What follows belongs to an exercise in optimizing a design on an open flow for small area, a short achievable clock period and few clock cycles per item; a production flow would make more cautious choices. Only simulation tests tie the RTL to the original design; equivalence was not proved.

Design average, start of the top module:
module average #(
    parameter NOF_BITS = 32,
    parameter WIDTH = 32
) (
    input  wire                     clk,
    input  wire                     rst_n,
    input  wire                     start,
    input  wire                     data_first,
    input  wire                     data_last,
    input  wire [NOF_BITS-1:0]      data_in,
    output wire [NOF_BITS:0]        data_out,
    output reg                      busy,
    output reg                      TO,
    output reg                      done
);
==> flow/config.mk <==
export PLATFORM = sky130hd
export DESIGN_NAME = average
export DESIGN_NICKNAME = average
export VERILOG_FILES = /design/flow/design.v
export SDC_FILE = /design/flow/constraint.sdc
export NUM_CORES = 4
export LEC_CHECK = 0
export CAP_MARGIN = 20
export CORE_MARGIN = 2
export CORE_UTILIZATION = 60
export CTS_BUF_LIST = sky130_fd_sc_hd__clkbuf_4 sky130_fd_sc_hd__clkbuf_8
export CTS_CLUSTER_SIZE = 30
export SETUP_SLACK_MARGIN = 5
export SLEW_MARGIN = 20
export TNS_END_PERCENT = 0
==> flow/constraint.sdc <==
create_clock -name core_clock -period 8.0 [get_ports {clk}]
set_input_delay 1.6000 -clock core_clock [delete_from_list [all_inputs] [get_ports {clk}]]
set_output_delay 1.6000 -clock core_clock [all_outputs]
set_load 0.01 [all_outputs]
standard.sh (not shown) runs the stock make flow with config.mk's settings and CLKGATE_MAP_FILE= SYNTH_SCRIPT=/design/flow/synth_recipe.tcl, a recipe that flattens the netlist after the stock synthesis.
==> flow/flow/run.sh <==
#!/bin/bash
set -euo pipefail
bash standard.sh SETUP_SLACK_MARGIN=5.3 "BUFFER_PORTS_ARGS=-buffer_cell sky130_fd_sc_hd__buf_1" finish > make_finish.log 2>&1
Testbench counts at the start, summed over its fixed seeds: cycles 27,663, items 800.
Rerun with:
--- a/flow/config.mk
+++ b/flow/config.mk
@@ -9,3 +9,3 @@
 export CORE_MARGIN = 2
-export CORE_UTILIZATION = 60
+export CORE_UTILIZATION = 72
 export CTS_BUF_LIST = sky130_fd_sc_hd__clkbuf_4 sky130_fd_sc_hd__clkbuf_8
@@ -14,2 +14 @@
 export SLEW_MARGIN = 20
-export TNS_END_PERCENT = 0
First-iteration DRC count is higher by 14%. Non-clock buffer count grows by 4.
Rerun with:
==> flow/flow/run.sh (replaced) <==
#!/bin/bash
set -euo pipefail
bash standard.sh SETUP_SLACK_MARGIN=5.4 finish > make_finish.log 2>&1
--- a/flow/config.mk
+++ b/flow/config.mk
@@ -9,5 +9,3 @@
 export CORE_MARGIN = 2
-export CORE_UTILIZATION = 72
-export CTS_BUF_LIST = sky130_fd_sc_hd__clkbuf_4 sky130_fd_sc_hd__clkbuf_8
-export CTS_CLUSTER_SIZE = 30
+export CORE_UTILIZATION = 60
 export SETUP_SLACK_MARGIN = 5
Result:
- critical path depth is lower by 2
- utilization decreases by 7.1 points
- via count came out lower by 1.1%
Rerun with:
==> flow/flow/run.sh (replaced) <==
#!/bin/bash
set -euo pipefail
bash standard.sh SETUP_SLACK_MARGIN=5.2 "BUFFER_PORTS_ARGS=-buffer_cell sky130_fd_sc_hd__buf_1" finish > make_finish.log 2>&1
Effect:
- worst setup slack loses 110 ps
- via count decreases by 4.7%
- global-route usage decreases by 2.3 points
- sequential cell count is unchanged
- area after synthesis is unchanged
- hold slack gains 27 ps
- routed wire length decreases by 10%
- count of clock-buffer cells in the layout decreases by 3
- non-clock buffer count decreases by 28
Rerun with:
==> flow/flow/run.sh (replaced) <==
#!/bin/bash
set -euo pipefail
bash standard.sh SETUP_SLACK_MARGIN=5.3 "BUFFER_PORTS_ARGS=-buffer_cell sky130_fd_sc_hd__buf_1" finish > make_finish.log 2>&1
The changed run went through all stages and came out clean.
Worst setup slack gains 85 ps.
Critical path depth stays the same.
Final area hardly moves.
Synthesized cell count stays the same.
Utilization stays flat.
Global-route usage goes up by 0.29 points.
Area after synthesis does not change.
Cell count stays the same.
Rerun with:
==> flow/run.sh (new file) <==
#!/bin/bash
# synth_recipe.tcl (not shown) runs the flow's synth.tcl, then flattens the netlist and writes it again
# the make line also repeats each setting of config.mk as NAME=value (left out here)
make -C /OpenROAD-flow-scripts/flow DESIGN_CONFIG=/design/flow/config.mk WORK_HOME=/design/flow/orfs CLKGATE_MAP_FILE= SYNTH_SCRIPT=/design/flow/synth_recipe.tcl finish
removed: flow/flow/run.sh
removed: flow/standard.sh
Effect: The new run went through all stages and came out clean; final cell count barely changes; global-route usage increases by 0.53 points; worst hold slack got worse by 27 ps; die area does not change; sequential cell count is unchanged; clock skew stays flat; utilization increases by 4.0 points; maximum frequency decreases by 10%; worst setup slack degrades by 310 ps.


Another version of the RTL of average (not shown whole).
For scale: roughly 750 cells after synthesis, roughly 73 I/O pins.
clock: 8.0 ns
lec_check: 0
cap_margin: 20
core_margin: 2
core_utilization: 60
cts_buf_list: sky130_fd_sc_hd__clkbuf_4 sky130_fd_sc_hd__clkbuf_8
cts_cluster_size: 30
setup_slack_margin: 5
slew_margin: 20
==> flow/flow/run.sh <==
#!/bin/bash
set -euo pipefail
bash standard.sh SETUP_SLACK_MARGIN=5.4 "BUFFER_PORTS_ARGS=-buffer_cell sky130_fd_sc_hd__buf_1" finish > make_finish.log 2>&1
Testbench counts at the start, summed over its fixed seeds: cycles 27,663, items 800.
Change:
==> flow/flow/run.sh (replaced) <==
#!/bin/bash
set -euo pipefail
bash standard.sh SETUP_SLACK_MARGIN=5.5 "BUFFER_PORTS_ARGS=-buffer_cell sky130_fd_sc_hd__buf_1" finish > make_finish.log 2>&1
- ABC_AREA: unset -> 1
- CORE_UTILIZATION: 60 -> 50
Die area grows by 30%.
Worst setup slack gains 36 ps.
Synthesized area came out higher by 9.3%.
Change:
==> flow/flow/run.sh (replaced) <==
#!/bin/bash
set -euo pipefail
bash standard.sh SETUP_SLACK_MARGIN=5.3 "BUFFER_PORTS_ARGS=-buffer_cell sky130_fd_sc_hd__buf_1" finish > make_finish.log 2>&1
- ABC_AREA: 1 -> unset
After rerunning:
- The changed run went through all stages and came out clean
- cell count shrinks by about 24%
- wire length went down by about 12%
- core utilization came out higher by 3.2 points
- synthesized cell count fell by 30%
- hold slack is better by 17 ps
- fmax went down by about 3%
Change:
- CORE_UTILIZATION: 50 -> 60
Result: The new run produced a clean layout. Worst hold slack loses 14 ps. First-iteration DRC count came out lower by 15%. Worst setup slack loses 46 ps. Utilization came out higher by 8.8 points.


Setup of JK:
Another version of the RTL of average (not shown whole).
For scale: about 740 cells after synthesis, ~120 flip-flops, ~6900 µm² of cells after synthesis.
export LEC_CHECK = 0
export CAP_MARGIN = 20
export CORE_MARGIN = 2
export CORE_UTILIZATION = 60
export SETUP_SLACK_MARGIN = 5
export SLEW_MARGIN = 20
create_clock -name core_clock -period 8.0 [get_ports {clk}]
==> flow/flow/run.sh <==
#!/bin/bash
set -euo pipefail
bash standard.sh SETUP_SLACK_MARGIN=5.3 finish > make_finish.log 2>&1
Testbench counts of JK, summed over its fixed seeds: cycles 27,663, items 800.
Inputs modified between JK and MS:
==> flow/flow/run.sh <==
#!/bin/bash
set -euo pipefail
bash standard.sh SETUP_SLACK_MARGIN=5.5 finish > make_finish.log 2>&1
Notes after the runs:
Post-layout worst setup margin on MS is ahead of JK.
Compared with JK, in MS net count of the mapped netlist roughly the same; final-layout fill cell count lower; via count of the first global-routing pass lower; clock-buffer cell count higher.
diff inputs: MS => AL
==> flow/run.sh (new file) <==
#!/bin/bash
# synth_recipe.tcl (not shown) runs the flow's synth.tcl, then flattens the netlist and writes it again
# the make line also repeats each setting of config.mk as NAME=value (left out here)
make -C /OpenROAD-flow-scripts/flow DESIGN_CONFIG=/design/flow/config.mk WORK_HOME=/design/flow/orfs CLKGATE_MAP_FILE= SYNTH_SCRIPT=/design/flow/synth_recipe.tcl finish
removed: flow/flow/run.sh
removed: flow/standard.sh
## What came out
Of the two values seen for destination of the critical timing path, q[31] was produced by MS and data_out[29] by AL.
Compared with MS, in AL total wire length lower, area growth from synthesis to layout lower, share of cell area taken by multi-input logic gates higher, die area roughly the same.
Comparing the two runs side by side, AL comes out behind MS on setup slack of the critical path after layout.


run 1:
RTL: one of the versions met above, not the one the previous note started from.
Size: roughly 1100 cells after synthesis, ~100 flip-flops, about 7100 µm² of cells after synthesis.
clock: 8.0 ns
lec_check: 0
abc_area: 1
cap_margin: 20
core_margin: 2
core_utilization: 50
cts_buf_list: sky130_fd_sc_hd__clkbuf_4 sky130_fd_sc_hd__clkbuf_8
cts_cluster_size: 30
setup_slack_margin: 5
slew_margin: 20
==> flow/flow/run.sh <==
#!/bin/bash
set -euo pipefail
bash standard.sh SETUP_SLACK_MARGIN=5.4 "BUFFER_PORTS_ARGS=-buffer_cell sky130_fd_sc_hd__buf_1" finish > make_finish.log 2>&1
Both conditions hold for run 1: the flow ran to the end and the final layout passed the timing, DRC and antenna checks.
Testbench counts of run 1, summed over its fixed seeds: cycles 27,663, items 800.
[inputs] run 2 vs run 1
==> flow/flow/run.sh <==
#!/bin/bash
set -euo pipefail
bash standard.sh SETUP_SLACK_MARGIN=5.25 "BUFFER_PORTS_ARGS=-buffer_cell sky130_fd_sc_hd__buf_1" finish > make_finish.log 2>&1
--- a/flow/config.mk
+++ b/flow/config.mk
@@ -7,6 +7,5 @@
 export LEC_CHECK = 0
-export ABC_AREA = 1
 export CAP_MARGIN = 20
 export CORE_MARGIN = 2
-export CORE_UTILIZATION = 50
+export CORE_UTILIZATION = 42
 export CTS_BUF_LIST = sky130_fd_sc_hd__clkbuf_4 sky130_fd_sc_hd__clkbuf_8
Notes after the runs:
- The combined area of all synthesized cells reported for run 2 is smaller than that of run 1 by about 9%.
- Relative to run 1, number of placed cells counting well taps decreased by 24% in run 2.
- Diff run 1 -> run 2: aggregate routed wire length decreased by 9.4% relative to the old numbers; worst hold slack across all endpoints shows an increase of 9.0 ps.
- When run 2 is measured against run 1, its first-pass GRT wire length turns out 8.6% lower.
- Going from run 1 to run 2, area inside the core boundary grows by 9.1%.
- Per the comparison of run 2 with run 1, relative area of non-clock buffer cells in the final design +2.0 points, global-route met3 utilization went up, via count saw a decrease, die height saw an increase.
- Run comparison: run 1 timing endpoint of the critical path busy; run 2 timing endpoint of the critical path q[31]
- Going from run 1 to run 2, synthesized cell count shrank by more than a quarter.
What run 3 does differently from run 2 at the input level:
--- a/flow/config.mk
+++ b/flow/config.mk
@@ -9,4 +9,4 @@
 export CORE_MARGIN = 2
-export CORE_UTILIZATION = 42
-export CTS_BUF_LIST = sky130_fd_sc_hd__clkbuf_4 sky130_fd_sc_hd__clkbuf_8
+export CORE_UTILIZATION = 60
+export CTS_BUF_LIST = sky130_fd_sc_hd__clkbuf_8 sky130_fd_sc_hd__clkbuf_16
 export CTS_CLUSTER_SIZE = 30
==> run summary <==
Die area: run 3 better than run 2
Where total core area is concerned, run 2 is outperformed by run 3.
Run 3 -> run 2: post-route DRC violation count delta 0, exact match


Setup of v24:
average, a different RTL version from the one above (not shown whole).
Size: about 1100 cells after synthesis, roughly 100 flip-flops, about 73 I/O pins, ~0.0072 mm2 of cells after synthesis.
// average
module average #(
    parameter NOF_BITS = 32,
    parameter WIDTH = 32
) (
    input  wire                     clk,
    input  wire                     rst_n,
    input  wire                     start,
    input  wire                     data_first,
    input  wire                     data_last,
    input  wire [NOF_BITS-1:0]      data_in,
    output wire [NOF_BITS:0]        data_out,
    output reg                      busy,
    output reg                      TO,
    output reg                      done
);
    reg        wt, bz, dv, lst;
    reg [5:0]  c;           
    reg [31:0] din;         
    reg [16:0] cnt;         
    reg [7:0]  n3;          
    reg [32:0] q;           
    wire [15:0] r = din[15:0];
    wire fast = (cnt[16:6] == 11'd0);
    wire [5:0] r0 = {r[5:1], r[0] | q[32]};    
    wire [7:0] t  = {r0, q[31:30]};
    wire [7:0] d1, d2, d3;
    wire ge1, ge2, ge3;
    pfx_add #(8) u_d1 (.a(t), .b(~{2'b0, cnt[5:0]}),       .ci(1'b1), .s(d1), .co(ge1));
    pfx_add #(8) u_d2 (.a(t), .b(~{1'b0, cnt[5:0], 1'b0}), .ci(1'b1), .s(d2), .co(ge2));
  ...
clock: 8.0 ns
lec_check: 0
abc_area: 1
cap_margin: 20
core_margin: 2
core_utilization: 50
cts_buf_list: sky130_fd_sc_hd__clkbuf_4 sky130_fd_sc_hd__clkbuf_8
cts_cluster_size: 30
setup_slack_margin: 5
slew_margin: 20
==> flow/flow/run.sh <==
#!/bin/bash
set -euo pipefail
bash standard.sh SETUP_SLACK_MARGIN=5.4 "BUFFER_PORTS_ARGS=-buffer_cell sky130_fd_sc_hd__buf_1" finish > make_finish.log 2>&1
v24 went all the way through the flow, and no timing, DRC or antenna check failed.
Testbench counts of v24, summed over its fixed seeds: cycles 27,663, items 800.
Inputs modified between v24 and v44:
# v24
export LEC_CHECK = 0
export ABC_AREA = 1
export CAP_MARGIN = 20
export CORE_MARGIN = 2
export CORE_UTILIZATION = 50
export CTS_BUF_LIST = sky130_fd_sc_hd__clkbuf_4 sky130_fd_sc_hd__clkbuf_8
export CTS_CLUSTER_SIZE = 30
export SETUP_SLACK_MARGIN = 5
export SLEW_MARGIN = 20
create_clock -name core_clock -period 8.0 [get_ports {clk}]
# v44
export LEC_CHECK = 0
export ABC_AREA = 1
export CAP_MARGIN = 20
export CORE_MARGIN = 2
export CORE_UTILIZATION = 58
export CTS_BUF_LIST = sky130_fd_sc_hd__clkbuf_4 sky130_fd_sc_hd__clkbuf_8
export CTS_CLUSTER_SIZE = 30
export SETUP_SLACK_MARGIN = 5
export SLEW_MARGIN = 20
create_clock -name core_clock -period 8.0 [get_ports {clk}]
Results
Per the comparison of v44 with v24, simple-gate share of the synthesized area now sits at about the same level; instance area at placement now sits lower.
diff inputs: v44 => v35
# v44
export LEC_CHECK = 0
export ABC_AREA = 1
export CAP_MARGIN = 20
export CORE_MARGIN = 2
export CORE_UTILIZATION = 58
export CTS_BUF_LIST = sky130_fd_sc_hd__clkbuf_4 sky130_fd_sc_hd__clkbuf_8
export CTS_CLUSTER_SIZE = 30
export SETUP_SLACK_MARGIN = 5
export SLEW_MARGIN = 20
create_clock -name core_clock -period 8.0 [get_ports {clk}]
# v35
export LEC_CHECK = 0
export ABC_AREA = 1
export CAP_MARGIN = 20
export CORE_MARGIN = 2
export CORE_UTILIZATION = 50
export CTS_BUF_LIST = sky130_fd_sc_hd__clkbuf_4 sky130_fd_sc_hd__clkbuf_8
export CTS_CLUSTER_SIZE = 30
export SETUP_SLACK_MARGIN = 5
export SLEW_MARGIN = 20
create_clock -name core_clock -period 8.0 [get_ports {clk}]
==> flow/flow/run.sh <==
#!/bin/bash
set -euo pipefail
bash standard.sh SETUP_SLACK_MARGIN=5.5 "BUFFER_PORTS_ARGS=-buffer_cell sky130_fd_sc_hd__buf_1" finish > make_finish.log 2>&1
v35 against v44; met2 wirelength from detailed routing is up by more than 10%.
Per the comparison of v35 with v44, worst-case clock buffer depth now sits at about the same level, floorplan row count increased 3, clock edge transition at the registers on the reported setup and hold paths essentially unchanged.
Going from v44 to v35, core utilization shrinks by 5.5 points.
v35: full flow OK, the timing, DRC and antenna checks passed
v35 vs v44 on synthesis-to-layout area growth: v35 is the higher one.
Setup slack: v35 vs v44 up 0.094 ns
Clock buffer instance count of the final layout: lower on v44
Via count grows slightly when moving from v44 to v35.
Setup changes, v35 to v16
==> flow/flow/run.sh <==
#!/bin/bash
set -euo pipefail
bash standard.sh SETUP_SLACK_MARGIN=5.45 "BUFFER_PORTS_ARGS=-buffer_cell sky130_fd_sc_hd__buf_1" finish > make_finish.log 2>&1
[summary]
- Both conditions hold for v16: the flow ran to the end and the final layout passed the timing, DRC and antenna checks.
- In terms of clock insertion delay at the later pin of the skew report, v16 and v35 differ only marginally.
- Diff v16..v35 | count of flip-flops with a built-in enable after synthesis | unchanged
- Compared with v35, final instance count without filler cells in v16 decreased slightly.
- Total wirelength of the detailed-routed design in v16 vs v35: down 3.3%
- Compared v16 vs v35, and post-layout worst setup margin is down in v16.
- v35 -> v16: global-route wire length before repair decreased by a few percent
- Buffering overhead was lower in the run labelled v16.
> inputs changed (v16 -> v6)
# v16
export LEC_CHECK = 0
export ABC_AREA = 1
export CAP_MARGIN = 20
export CORE_MARGIN = 2
export CORE_UTILIZATION = 50
export CTS_BUF_LIST = sky130_fd_sc_hd__clkbuf_4 sky130_fd_sc_hd__clkbuf_8
export CTS_CLUSTER_SIZE = 30
export SETUP_SLACK_MARGIN = 5
export SLEW_MARGIN = 20
create_clock -name core_clock -period 8.0 [get_ports {clk}]
# v6
export LEC_CHECK = 0
export ABC_AREA = 1
export CAP_MARGIN = 20
export CORE_MARGIN = 2
export CORE_UTILIZATION = 45
export CTS_BUF_LIST = sky130_fd_sc_hd__clkbuf_4 sky130_fd_sc_hd__clkbuf_8
export CTS_CLUSTER_SIZE = 30
export SETUP_SLACK_MARGIN = 5
export SLEW_MARGIN = 20
create_clock -name core_clock -period 8.0 [get_ports {clk}]
==> flow/flow/run.sh <==
#!/bin/bash
set -euo pipefail
bash standard.sh SETUP_SLACK_MARGIN=5.4 "BUFFER_PORTS_ARGS=-buffer_cell sky130_fd_sc_hd__buf_1" finish > make_finish.log 2>&1
[summary]
Looking only at worst clock skew, and setting everything else aside, the higher value of v16 and v6 goes to v6. v6 vs. v16: number of buffers outside the clock class in the layout moved down, post-route worst setup slack moved down, die extent in y moved up. Placed instance area (v6 over v16): increase, 60 um2. Total detailed-routing wirelength delta (v6 − v16): favourable. Looking at data arrival time of the critical path, v6 sits 0.06 ns above v16.

[what the ideal ports hide]
Ports are ideal in the flow. The routed layouts listed here were re-timed in OpenROAD.
Step 1 (the two cells are an assumption about what drives the block):
set clk [get_ports {clk}]
set_driving_cell -lib_cell sky130_fd_sc_hd__clkbuf_16 $clk
set_driving_cell -lib_cell sky130_fd_sc_hd__buf_2 [delete_from_list [all_inputs] $clk]
Step 2 adds t to the input delays and takes it off the output delays; t is the mean of the earliest and latest rising clock arrival at the registers after step 1. Input paths then give back, and output paths get back, about the clock's delay inside the block.
Slacks: ideal ports / drivers / drivers and shift; pairs: ideal ports / drivers.
run	t (ns)	slack for setup (ns)	worst register clock-pin slew, ns
the first run of note 1	0.484	5.305 / 5.268 / 5.368	0.08 / 0.08
the second run of note 1	0.471	5.298 / 5.298 / 5.298	0.08 / 0.08
the third run of note 1	0.463	5.370 / 5.354 / 5.370	0.06 / 0.06
the fourth run of note 1	0.458	5.257 / 5.218 / 5.288	0.06 / 0.06
the fifth run of note 1	0.457	5.342 / 5.303 / 5.370	0.06 / 0.06
the sixth run of note 1	0.462	5.035 / 4.992 / 5.165	0.06 / 0.06
the first run of note 2	0.433	5.363 / 5.363 / 5.363	0.11 / 0.11
the second run of note 2	0.428	5.399 / 5.360 / 5.523	0.10 / 0.10
the third run of note 2	0.425	5.313 / 5.309 / 5.313	0.10 / 0.10
the fourth run of note 2	0.423	5.268 / 5.268 / 5.268	0.11 / 0.11
JK	0.462	5.271 / 5.271 / 5.271	0.06 / 0.06
MS	0.460	5.319 / 5.319 / 5.319	0.06 / 0.06
AL	0.468	5.030 / 4.990 / 5.113	0.06 / 0.06
run 1	0.424	5.401 / 5.363 / 5.523	0.10 / 0.10
run 2	0.424	5.257 / 5.257 / 5.257	0.10 / 0.10
run 3	0.418	5.315 / 5.293 / 5.315	0.10 / 0.10
v24	0.421	5.459 / 5.419 / 5.561	0.11 / 0.11
v44	0.424	5.434 / 5.397 / 5.573	0.10 / 0.10
v35	0.424	5.528 / 5.488 / 5.666	0.11 / 0.11
v16	0.423	5.492 / 5.452 / 5.580	0.11 / 0.11
v6	0.432	5.432 / 5.391 / 5.577	0.11 / 0.11
After both steps every run listed still meets setup and hold.
